Source: an optimization exercise on an open RTL-to-GDS flow (aim: small area, a short achievable clock period and few clock cycles). Production flows keep margins and buffers that such runs may drop. At most, simulation tests tie the RTL to the original design; equivalence was not proved.

==> flow/design.v <==
module sqrt_u32(
        input             clk,
        input             rst_n,
        input             vld_in,
        input      [31:0] x,
        output reg        vld_out,
        output     [15:0] y
    );
    reg          busy;
    reg [3:0]    c;                         
    reg [16:0]   r;                         
    reg [12:0]   xh;                        
    reg [15:0]   z;                         
    assign y = z;
    function [32:0] step(input [32:0] rq, input [1:0] xx);
        reg [16:0] b;
        reg [16:0] d;
        reg        s;
        begin
            s = rq[32];
            b = {2'b00, rq[14:0]} ^ {17{~s}};
            d = rq[32:16] + b + {16'd0, xx[1] | xx[0]};
            step = {d[14:0], xx[1] ~^ xx[0], ~xx[0], rq[14:0], ~d[16]};
        end
    endfunction
    function [19:0] first(input [5:0] top);
        begin
            case (top)
            6'd0: first = {17'h1ffff, 3'd0};
            6'd1: first = {17'h00000, 3'd1};
            6'd2: first = {17'h00001, 3'd1};
            6'd3: first = {17'h00002, 3'd1};
            6'd4: first = {17'h1fffb, 3'd2};
            6'd5: first = {17'h1fffc, 3'd2};
            6'd6: first = {17'h1fffd, 3'd2};
            6'd7: first = {17'h1fffe, 3'd2};
            6'd8: first = {17'h1ffff, 3'd2};
            6'd9: first = {17'h00000, 3'd3};
            6'd10: first = {17'h00001, 3'd3};
            6'd11: first = {17'h00002, 3'd3};
            6'd12: first = {17'h00003, 3'd3};
            6'd13: first = {17'h00004, 3'd3};
            6'd14: first = {17'h00005, 3'd3};
            6'd15: first = {17'h00006, 3'd3};
            6'd16: first = {17'h1fff7, 3'd4};
            6'd17: first = {17'h1fff8, 3'd4};
            6'd18: first = {17'h1fff9, 3'd4};
            6'd19: first = {17'h1fffa, 3'd4};
            6'd20: first = {17'h1fffb, 3'd4};
            6'd21: first = {17'h1fffc, 3'd4};
            6'd22: first = {17'h1fffd, 3'd4};
            6'd23: first = {17'h1fffe, 3'd4};
            6'd24: first = {17'h1ffff, 3'd4};
            6'd25: first = {17'h00000, 3'd5};
            6'd26: first = {17'h00001, 3'd5};
            6'd27: first = {17'h00002, 3'd5};
            6'd28: first = {17'h00003, 3'd5};
            6'd29: first = {17'h00004, 3'd5};
            6'd30: first = {17'h00005, 3'd5};
            6'd31: first = {17'h00006, 3'd5};
            6'd32: first = {17'h00007, 3'd5};
            6'd33: first = {17'h00008, 3'd5};
            6'd34: first = {17'h00009, 3'd5};
            6'd35: first = {17'h0000a, 3'd5};
            6'd36: first = {17'h1fff3, 3'd6};
            6'd37: first = {17'h1fff4, 3'd6};
            6'd38: first = {17'h1fff5, 3'd6};
            6'd39: first = {17'h1fff6, 3'd6};
            6'd40: first = {17'h1fff7, 3'd6};
            6'd41: first = {17'h1fff8, 3'd6};
            6'd42: first = {17'h1fff9, 3'd6};
            6'd43: first = {17'h1fffa, 3'd6};
            6'd44: first = {17'h1fffb, 3'd6};
            6'd45: first = {17'h1fffc, 3'd6};
            6'd46: first = {17'h1fffd, 3'd6};
            6'd47: first = {17'h1fffe, 3'd6};
            6'd48: first = {17'h1ffff, 3'd6};
            6'd49: first = {17'h00000, 3'd7};
            6'd50: first = {17'h00001, 3'd7};
            6'd51: first = {17'h00002, 3'd7};
            6'd52: first = {17'h00003, 3'd7};
            6'd53: first = {17'h00004, 3'd7};
            6'd54: first = {17'h00005, 3'd7};
            6'd55: first = {17'h00006, 3'd7};
            6'd56: first = {17'h00007, 3'd7};
            6'd57: first = {17'h00008, 3'd7};
            6'd58: first = {17'h00009, 3'd7};
            6'd59: first = {17'h0000a, 3'd7};
            6'd60: first = {17'h0000b, 3'd7};
            6'd61: first = {17'h0000c, 3'd7};
            6'd62: first = {17'h0000d, 3'd7};
            6'd63: first = {17'h0000e, 3'd7};
            default: first = 20'd0;
            endcase
        end
    endfunction
    wire [14:0] valid = {(c[3] & c[2]),
                     (c[3] & (c[2] | (c[1] & c[0]))),
                     (c[3] & (c[2] | c[1])),
                     (c[3] & (c[2] | (c[1] | c[0]))),
                     c[3],
                     (c[3] | (c[2] & (c[1] & c[0]))),
                     (c[3] | (c[2] & c[1])),
                     (c[3] | (c[2] & (c[1] | c[0]))),
                     (c[3] | c[2]),
                     (c[3] | (c[2] | (c[1] & c[0]))),
                     (c[3] | (c[2] | c[1])),
                     (c[3] | (c[2] | (c[1] | c[0]))),
                     1'b1,
                     1'b1,
                     1'b1};
    wire [19:0] ld = first(x[31:26]);
    reg [32:0] it;                          
    integer k;
    always @* begin
        it = {r, 1'b0, z[14:0] & valid};
        for (k = 0; k < 1; k = k + 1)
            it = step(it, {xh[12-k], z[15-k]});
    end
    always @(posedge clk or negedge rst_n) begin
        if (!rst_n) begin
            busy    <= 1'b0;
            vld_out <= 1'b0;
        end else begin
            vld_out <= busy && c == 4'd12;
            if (!busy)
                busy <= vld_in;
            else if (c == 4'd12)
                busy <= 1'b0;
        end
    end
    always @(posedge clk) begin
        if (!busy) begin
            r  <= ld[19:3];
            xh <= {x[25], x[23], x[21], x[19], x[17], x[15], x[13], x[11], x[9], x[7], x[5], x[3], x[1]};
            z  <= {x[24], x[22], x[20], x[18], x[16], x[14], x[12], x[10], x[8], x[6], x[4], x[2], x[0], ld[2:0]};
            c  <= 4'd0;
        end else begin
            r  <= it[32:16];
            xh <= xh << 1;
            z  <= {z[14:0], it[0:0]};
            c  <= c + 4'd1;
        end
    end
endmodule
clock: 10.0 ns
lec_check: 0
cap_margin: 20
core_margin: 2
core_utilization: 55
slew_margin: 20
standard.sh (not shown) runs the stock make flow with config.mk's settings and CLKGATE_MAP_FILE= SYNTH_SCRIPT=/design/flow/synth_recipe.tcl, a recipe that flattens the netlist after the stock synthesis.
==> flow/flow/run.sh <==
#!/bin/bash
set -euo pipefail
MARGIN=$(cat flow/margin.txt)
bash standard.sh \
  "SETUP_SLACK_MARGIN=$MARGIN" \
  "BUFFER_PORTS_ARGS=-buffer_cell sky130_fd_sc_hd__buf_1" \
  finish > standard.log 2>&1
==> flow/flow/margin.txt <==
7.0
The starting point finished clean.
Testbench counts at the start, summed over its fixed seeds: cycles 33,608.
Change:
--- a/flow/design.v
+++ b/flow/design.v
@@ -7,7 +7,7 @@
         output     [15:0] y
     );
     reg          busy;
-    reg [3:0]    c;                         
+    reg [6:0]    jc;                        
     reg [16:0]   r;                         
     reg [12:0]   xh;                        
     reg [15:0]   z;                         
@@ -94,21 +94,22 @@
             endcase
         end
     endfunction
-    wire [14:0] valid = {(c[3] & c[2]),
-                     (c[3] & (c[2] | (c[1] & c[0]))),
-                     (c[3] & (c[2] | c[1])),
-                     (c[3] & (c[2] | (c[1] | c[0]))),
-                     c[3],
-                     (c[3] | (c[2] & (c[1] & c[0]))),
-                     (c[3] | (c[2] & c[1])),
-                     (c[3] | (c[2] & (c[1] | c[0]))),
-                     (c[3] | c[2]),
-                     (c[3] | (c[2] | (c[1] & c[0]))),
-                     (c[3] | (c[2] | c[1])),
-                     (c[3] | (c[2] | (c[1] | c[0]))),
+    wire [14:0] valid = {(jc[6] & ~jc[4]),
+                     (jc[6] & ~jc[3]),
+                     (jc[6] & ~jc[2]),
+                     (jc[6] & ~jc[1]),
+                     (jc[6] & ~jc[0]),
+                     jc[6],
+                     (jc[5] | jc[6]),
+                     (jc[4] | jc[6]),
+                     (jc[3] | jc[6]),
+                     (jc[2] | jc[6]),
+                     (jc[1] | jc[6]),
+                     (jc[0] | jc[6]),
                      1'b1,
                      1'b1,
                      1'b1};
+    wire        last = (jc[6] & ~jc[4]);
     wire [19:0] ld = first(x[31:26]);
     reg [32:0] it;                          
     integer k;
@@ -122,10 +123,10 @@
             busy    <= 1'b0;
             vld_out <= 1'b0;
         end else begin
-            vld_out <= busy && c == 4'd12;
+            vld_out <= busy && last;
             if (!busy)
                 busy <= vld_in;
-            else if (c == 4'd12)
+            else if (last)
                 busy <= 1'b0;
         end
     end
@@ -134,12 +135,12 @@
             r  <= ld[19:3];
             xh <= {x[25], x[23], x[21], x[19], x[17], x[15], x[13], x[11], x[9], x[7], x[5], x[3], x[1]};
             z  <= {x[24], x[22], x[20], x[18], x[16], x[14], x[12], x[10], x[8], x[6], x[4], x[2], x[0], ld[2:0]};
-            c  <= 4'd0;
+            jc <= 7'd0;
         end else begin
             r  <= it[32:16];
             xh <= xh << 1;
             z  <= {z[14:0], it[0:0]};
-            c  <= c + 4'd1;
+            jc <= {jc[5:0], ~jc[6]};
         end
     end
 endmodule
After rerunning: Worst setup slack improved by 0.040 ns. Design area grows by 1.1%. Routed wire length grows by 3.7%. Clock skew is about the same. Die area grows by 4.1%. Worst hold slack stays flat. First-iteration DRC count shrinks by 11%.
Testbench counts after the change, summed over its fixed seeds: cycles 33,608.

---

== oak ==
Another version of the RTL of sqrt_u32 (not shown whole).
Size in the first run: ~450 cells after synthesis, about 52 I/O pins, roughly 4300 um^2 of cells after synthesis.
==> module sqrt_u32, before the edit <==
module sqrt_u32(
        input             clk,
        input             rst_n,
        input             vld_in,
        input      [31:0] x,
        output reg        vld_out,
        output     [15:0] y
    );
    localparam K  = 2;                      
    localparam F  = 2;                      
    localparam G  = 2;                      
    localparam L  = (16 - F - G) / K;       
    localparam XW = 32 - 2 * F;             
    localparam CW = (L > 1) ? $clog2(L) : 1;
    reg          busy;
    reg [CW-1:0] cnt;                       
    reg [16:0]   r;                         
    reg [15:0]   q;                         
    reg [XW-1:0] xs;                        
    function [32:0] step(input [32:0] rq, input [1:0] xx);
        reg [18:0] c;
        reg [18:0] d;
        begin
            c = {rq[32:16], xx};
            if (!rq[32])
                d = c - {2'b00, rq[14:0], 2'b01};
            else
                d = c + {2'b00, rq[14:0], 2'b11};
            step = {d[16:0], rq[14:0], ~d[18]};
        end
    endfunction
    reg [32:0] ld;                          
    reg [32:0] it;                          
    reg [32:0] ot;                          
    integer k;
    always @* begin
        ld = 33'd0;
        for (k = 0; k < F; k = k + 1)
            ld = step(ld, x[31-2*k -: 2]);
        it = {r, q};
        for (k = 0; k < K; k = k + 1)
            it = step(it, xs[XW-1-2*k -: 2]);
        ot = {r, q};
        for (k = 0; k < G; k = k + 1)
            ot = step(ot, xs[XW-1-2*k -: 2]);
    end
    assign y = ot[15:0];
    always @(posedge clk or negedge rst_n) begin
        if (!rst_n) begin
            busy    <= 1'b0;
            vld_out <= 1'b0;
        end else begin
            vld_out <= busy && cnt == 0;
            if (!busy)
                busy <= vld_in;
            else if (cnt == 0)
                busy <= 1'b0;
        end
    end
    always @(posedge clk) begin
        if (!busy) begin
            {r, q} <= ld;
            xs     <= x[XW-1:0];
            cnt    <= L - 1;
        end else begin
            {r, q} <= it;
            xs     <= xs << (2 * K);
            cnt    <= cnt - 1'b1;
        end
    end
endmodule
Settings: LEC_CHECK=0, CAP_MARGIN=20, CORE_MARGIN=2, CORE_UTILIZATION=40, SLEW_MARGIN=20; clock period 10.0 ns.
run.sh (not shown) runs the stock make flow with config.mk's settings and CLKGATE_MAP_FILE= SYNTH_SCRIPT=/design/flow/synth_recipe.tcl, a recipe that flattens the netlist after the stock synthesis.
Stock flow here: none of the scripts above is used.
Input-level comparison between cedar and oak:
--- a/flow/design.v
+++ b/flow/design.v
@@ -7,9 +7,9 @@
         output     [15:0] y
     );
     localparam K  = 2;                      
     localparam F  = 2;                      
-    localparam G  = 2;                      
+    localparam G  = 0;                      
     localparam L  = (16 - F - G) / K;       
     localparam XW = 32 - 2 * F;             
     localparam CW = (L > 1) ? $clog2(L) : 1;
     reg          busy;
Looking at synthesized instance count, cedar sits below oak.
Relative to oak, the unique cell type count in the Yosys netlist of cedar is lower by about 14%.
Of cedar and oak, oak shows the higher compound-cell area share of the yosys netlist, with cedar below it.
Relative to oak, the final critical-path required period of cedar is lower by 1.80 ns.
On least setup slack across all paths after layout, cedar does better than oak.
When the final numbers for cedar and oak were put side by side, the post-synthesis net count turned out to be greater in oak.
Re count of input and output buffers: no difference whatsoever between cedar and oak.
Net count reported at finish of cedar falls short of that of oak by a few percent.
Changes observed in cedar relative to oak: initial core utilization now sits lower.
No functional check of the RTL was part of any run of this note.

separate check: timing with driven ports:
The results above use ideal ports. As a check the final layouts listed here were re-extracted and re-timed, cells and wires unchanged.
Step 1 sets driving cells, clkbuf_16 on the clock port and buf_2 on the other inputs (assumed; they add their load-dependent delay and slew).
Step 2 also shifts input and output timing later by t, the mid clock arrival at the registers, as if the neighbouring blocks saw the same clock.
Slacks: no drivers / after step 1 / after step 2; pairs: no drivers / after step 1.
run | t, ns | slack for setup (ns) | latest minus earliest clock arrival (ns)
the first run of note 1 | 0.329 | 7.080 / 7.089 / 6.760 | 0.005 / 0.005
the second run of note 1 | 0.338 | 7.120 / 7.094 / 6.813 | 0.008 / 0.008
oak | 0.379 | 2.529 / 2.497 / 2.876 | 0.010 / 0.010
cedar | 0.383 | 4.332 / 4.332 / 4.332 | 0.008 / 0.008
After both steps setup and hold are still met in every run listed. The setup slack of the first run of note 1, which loses most, moves by +0.009 ns with the drivers and by -0.320 ns with both steps.
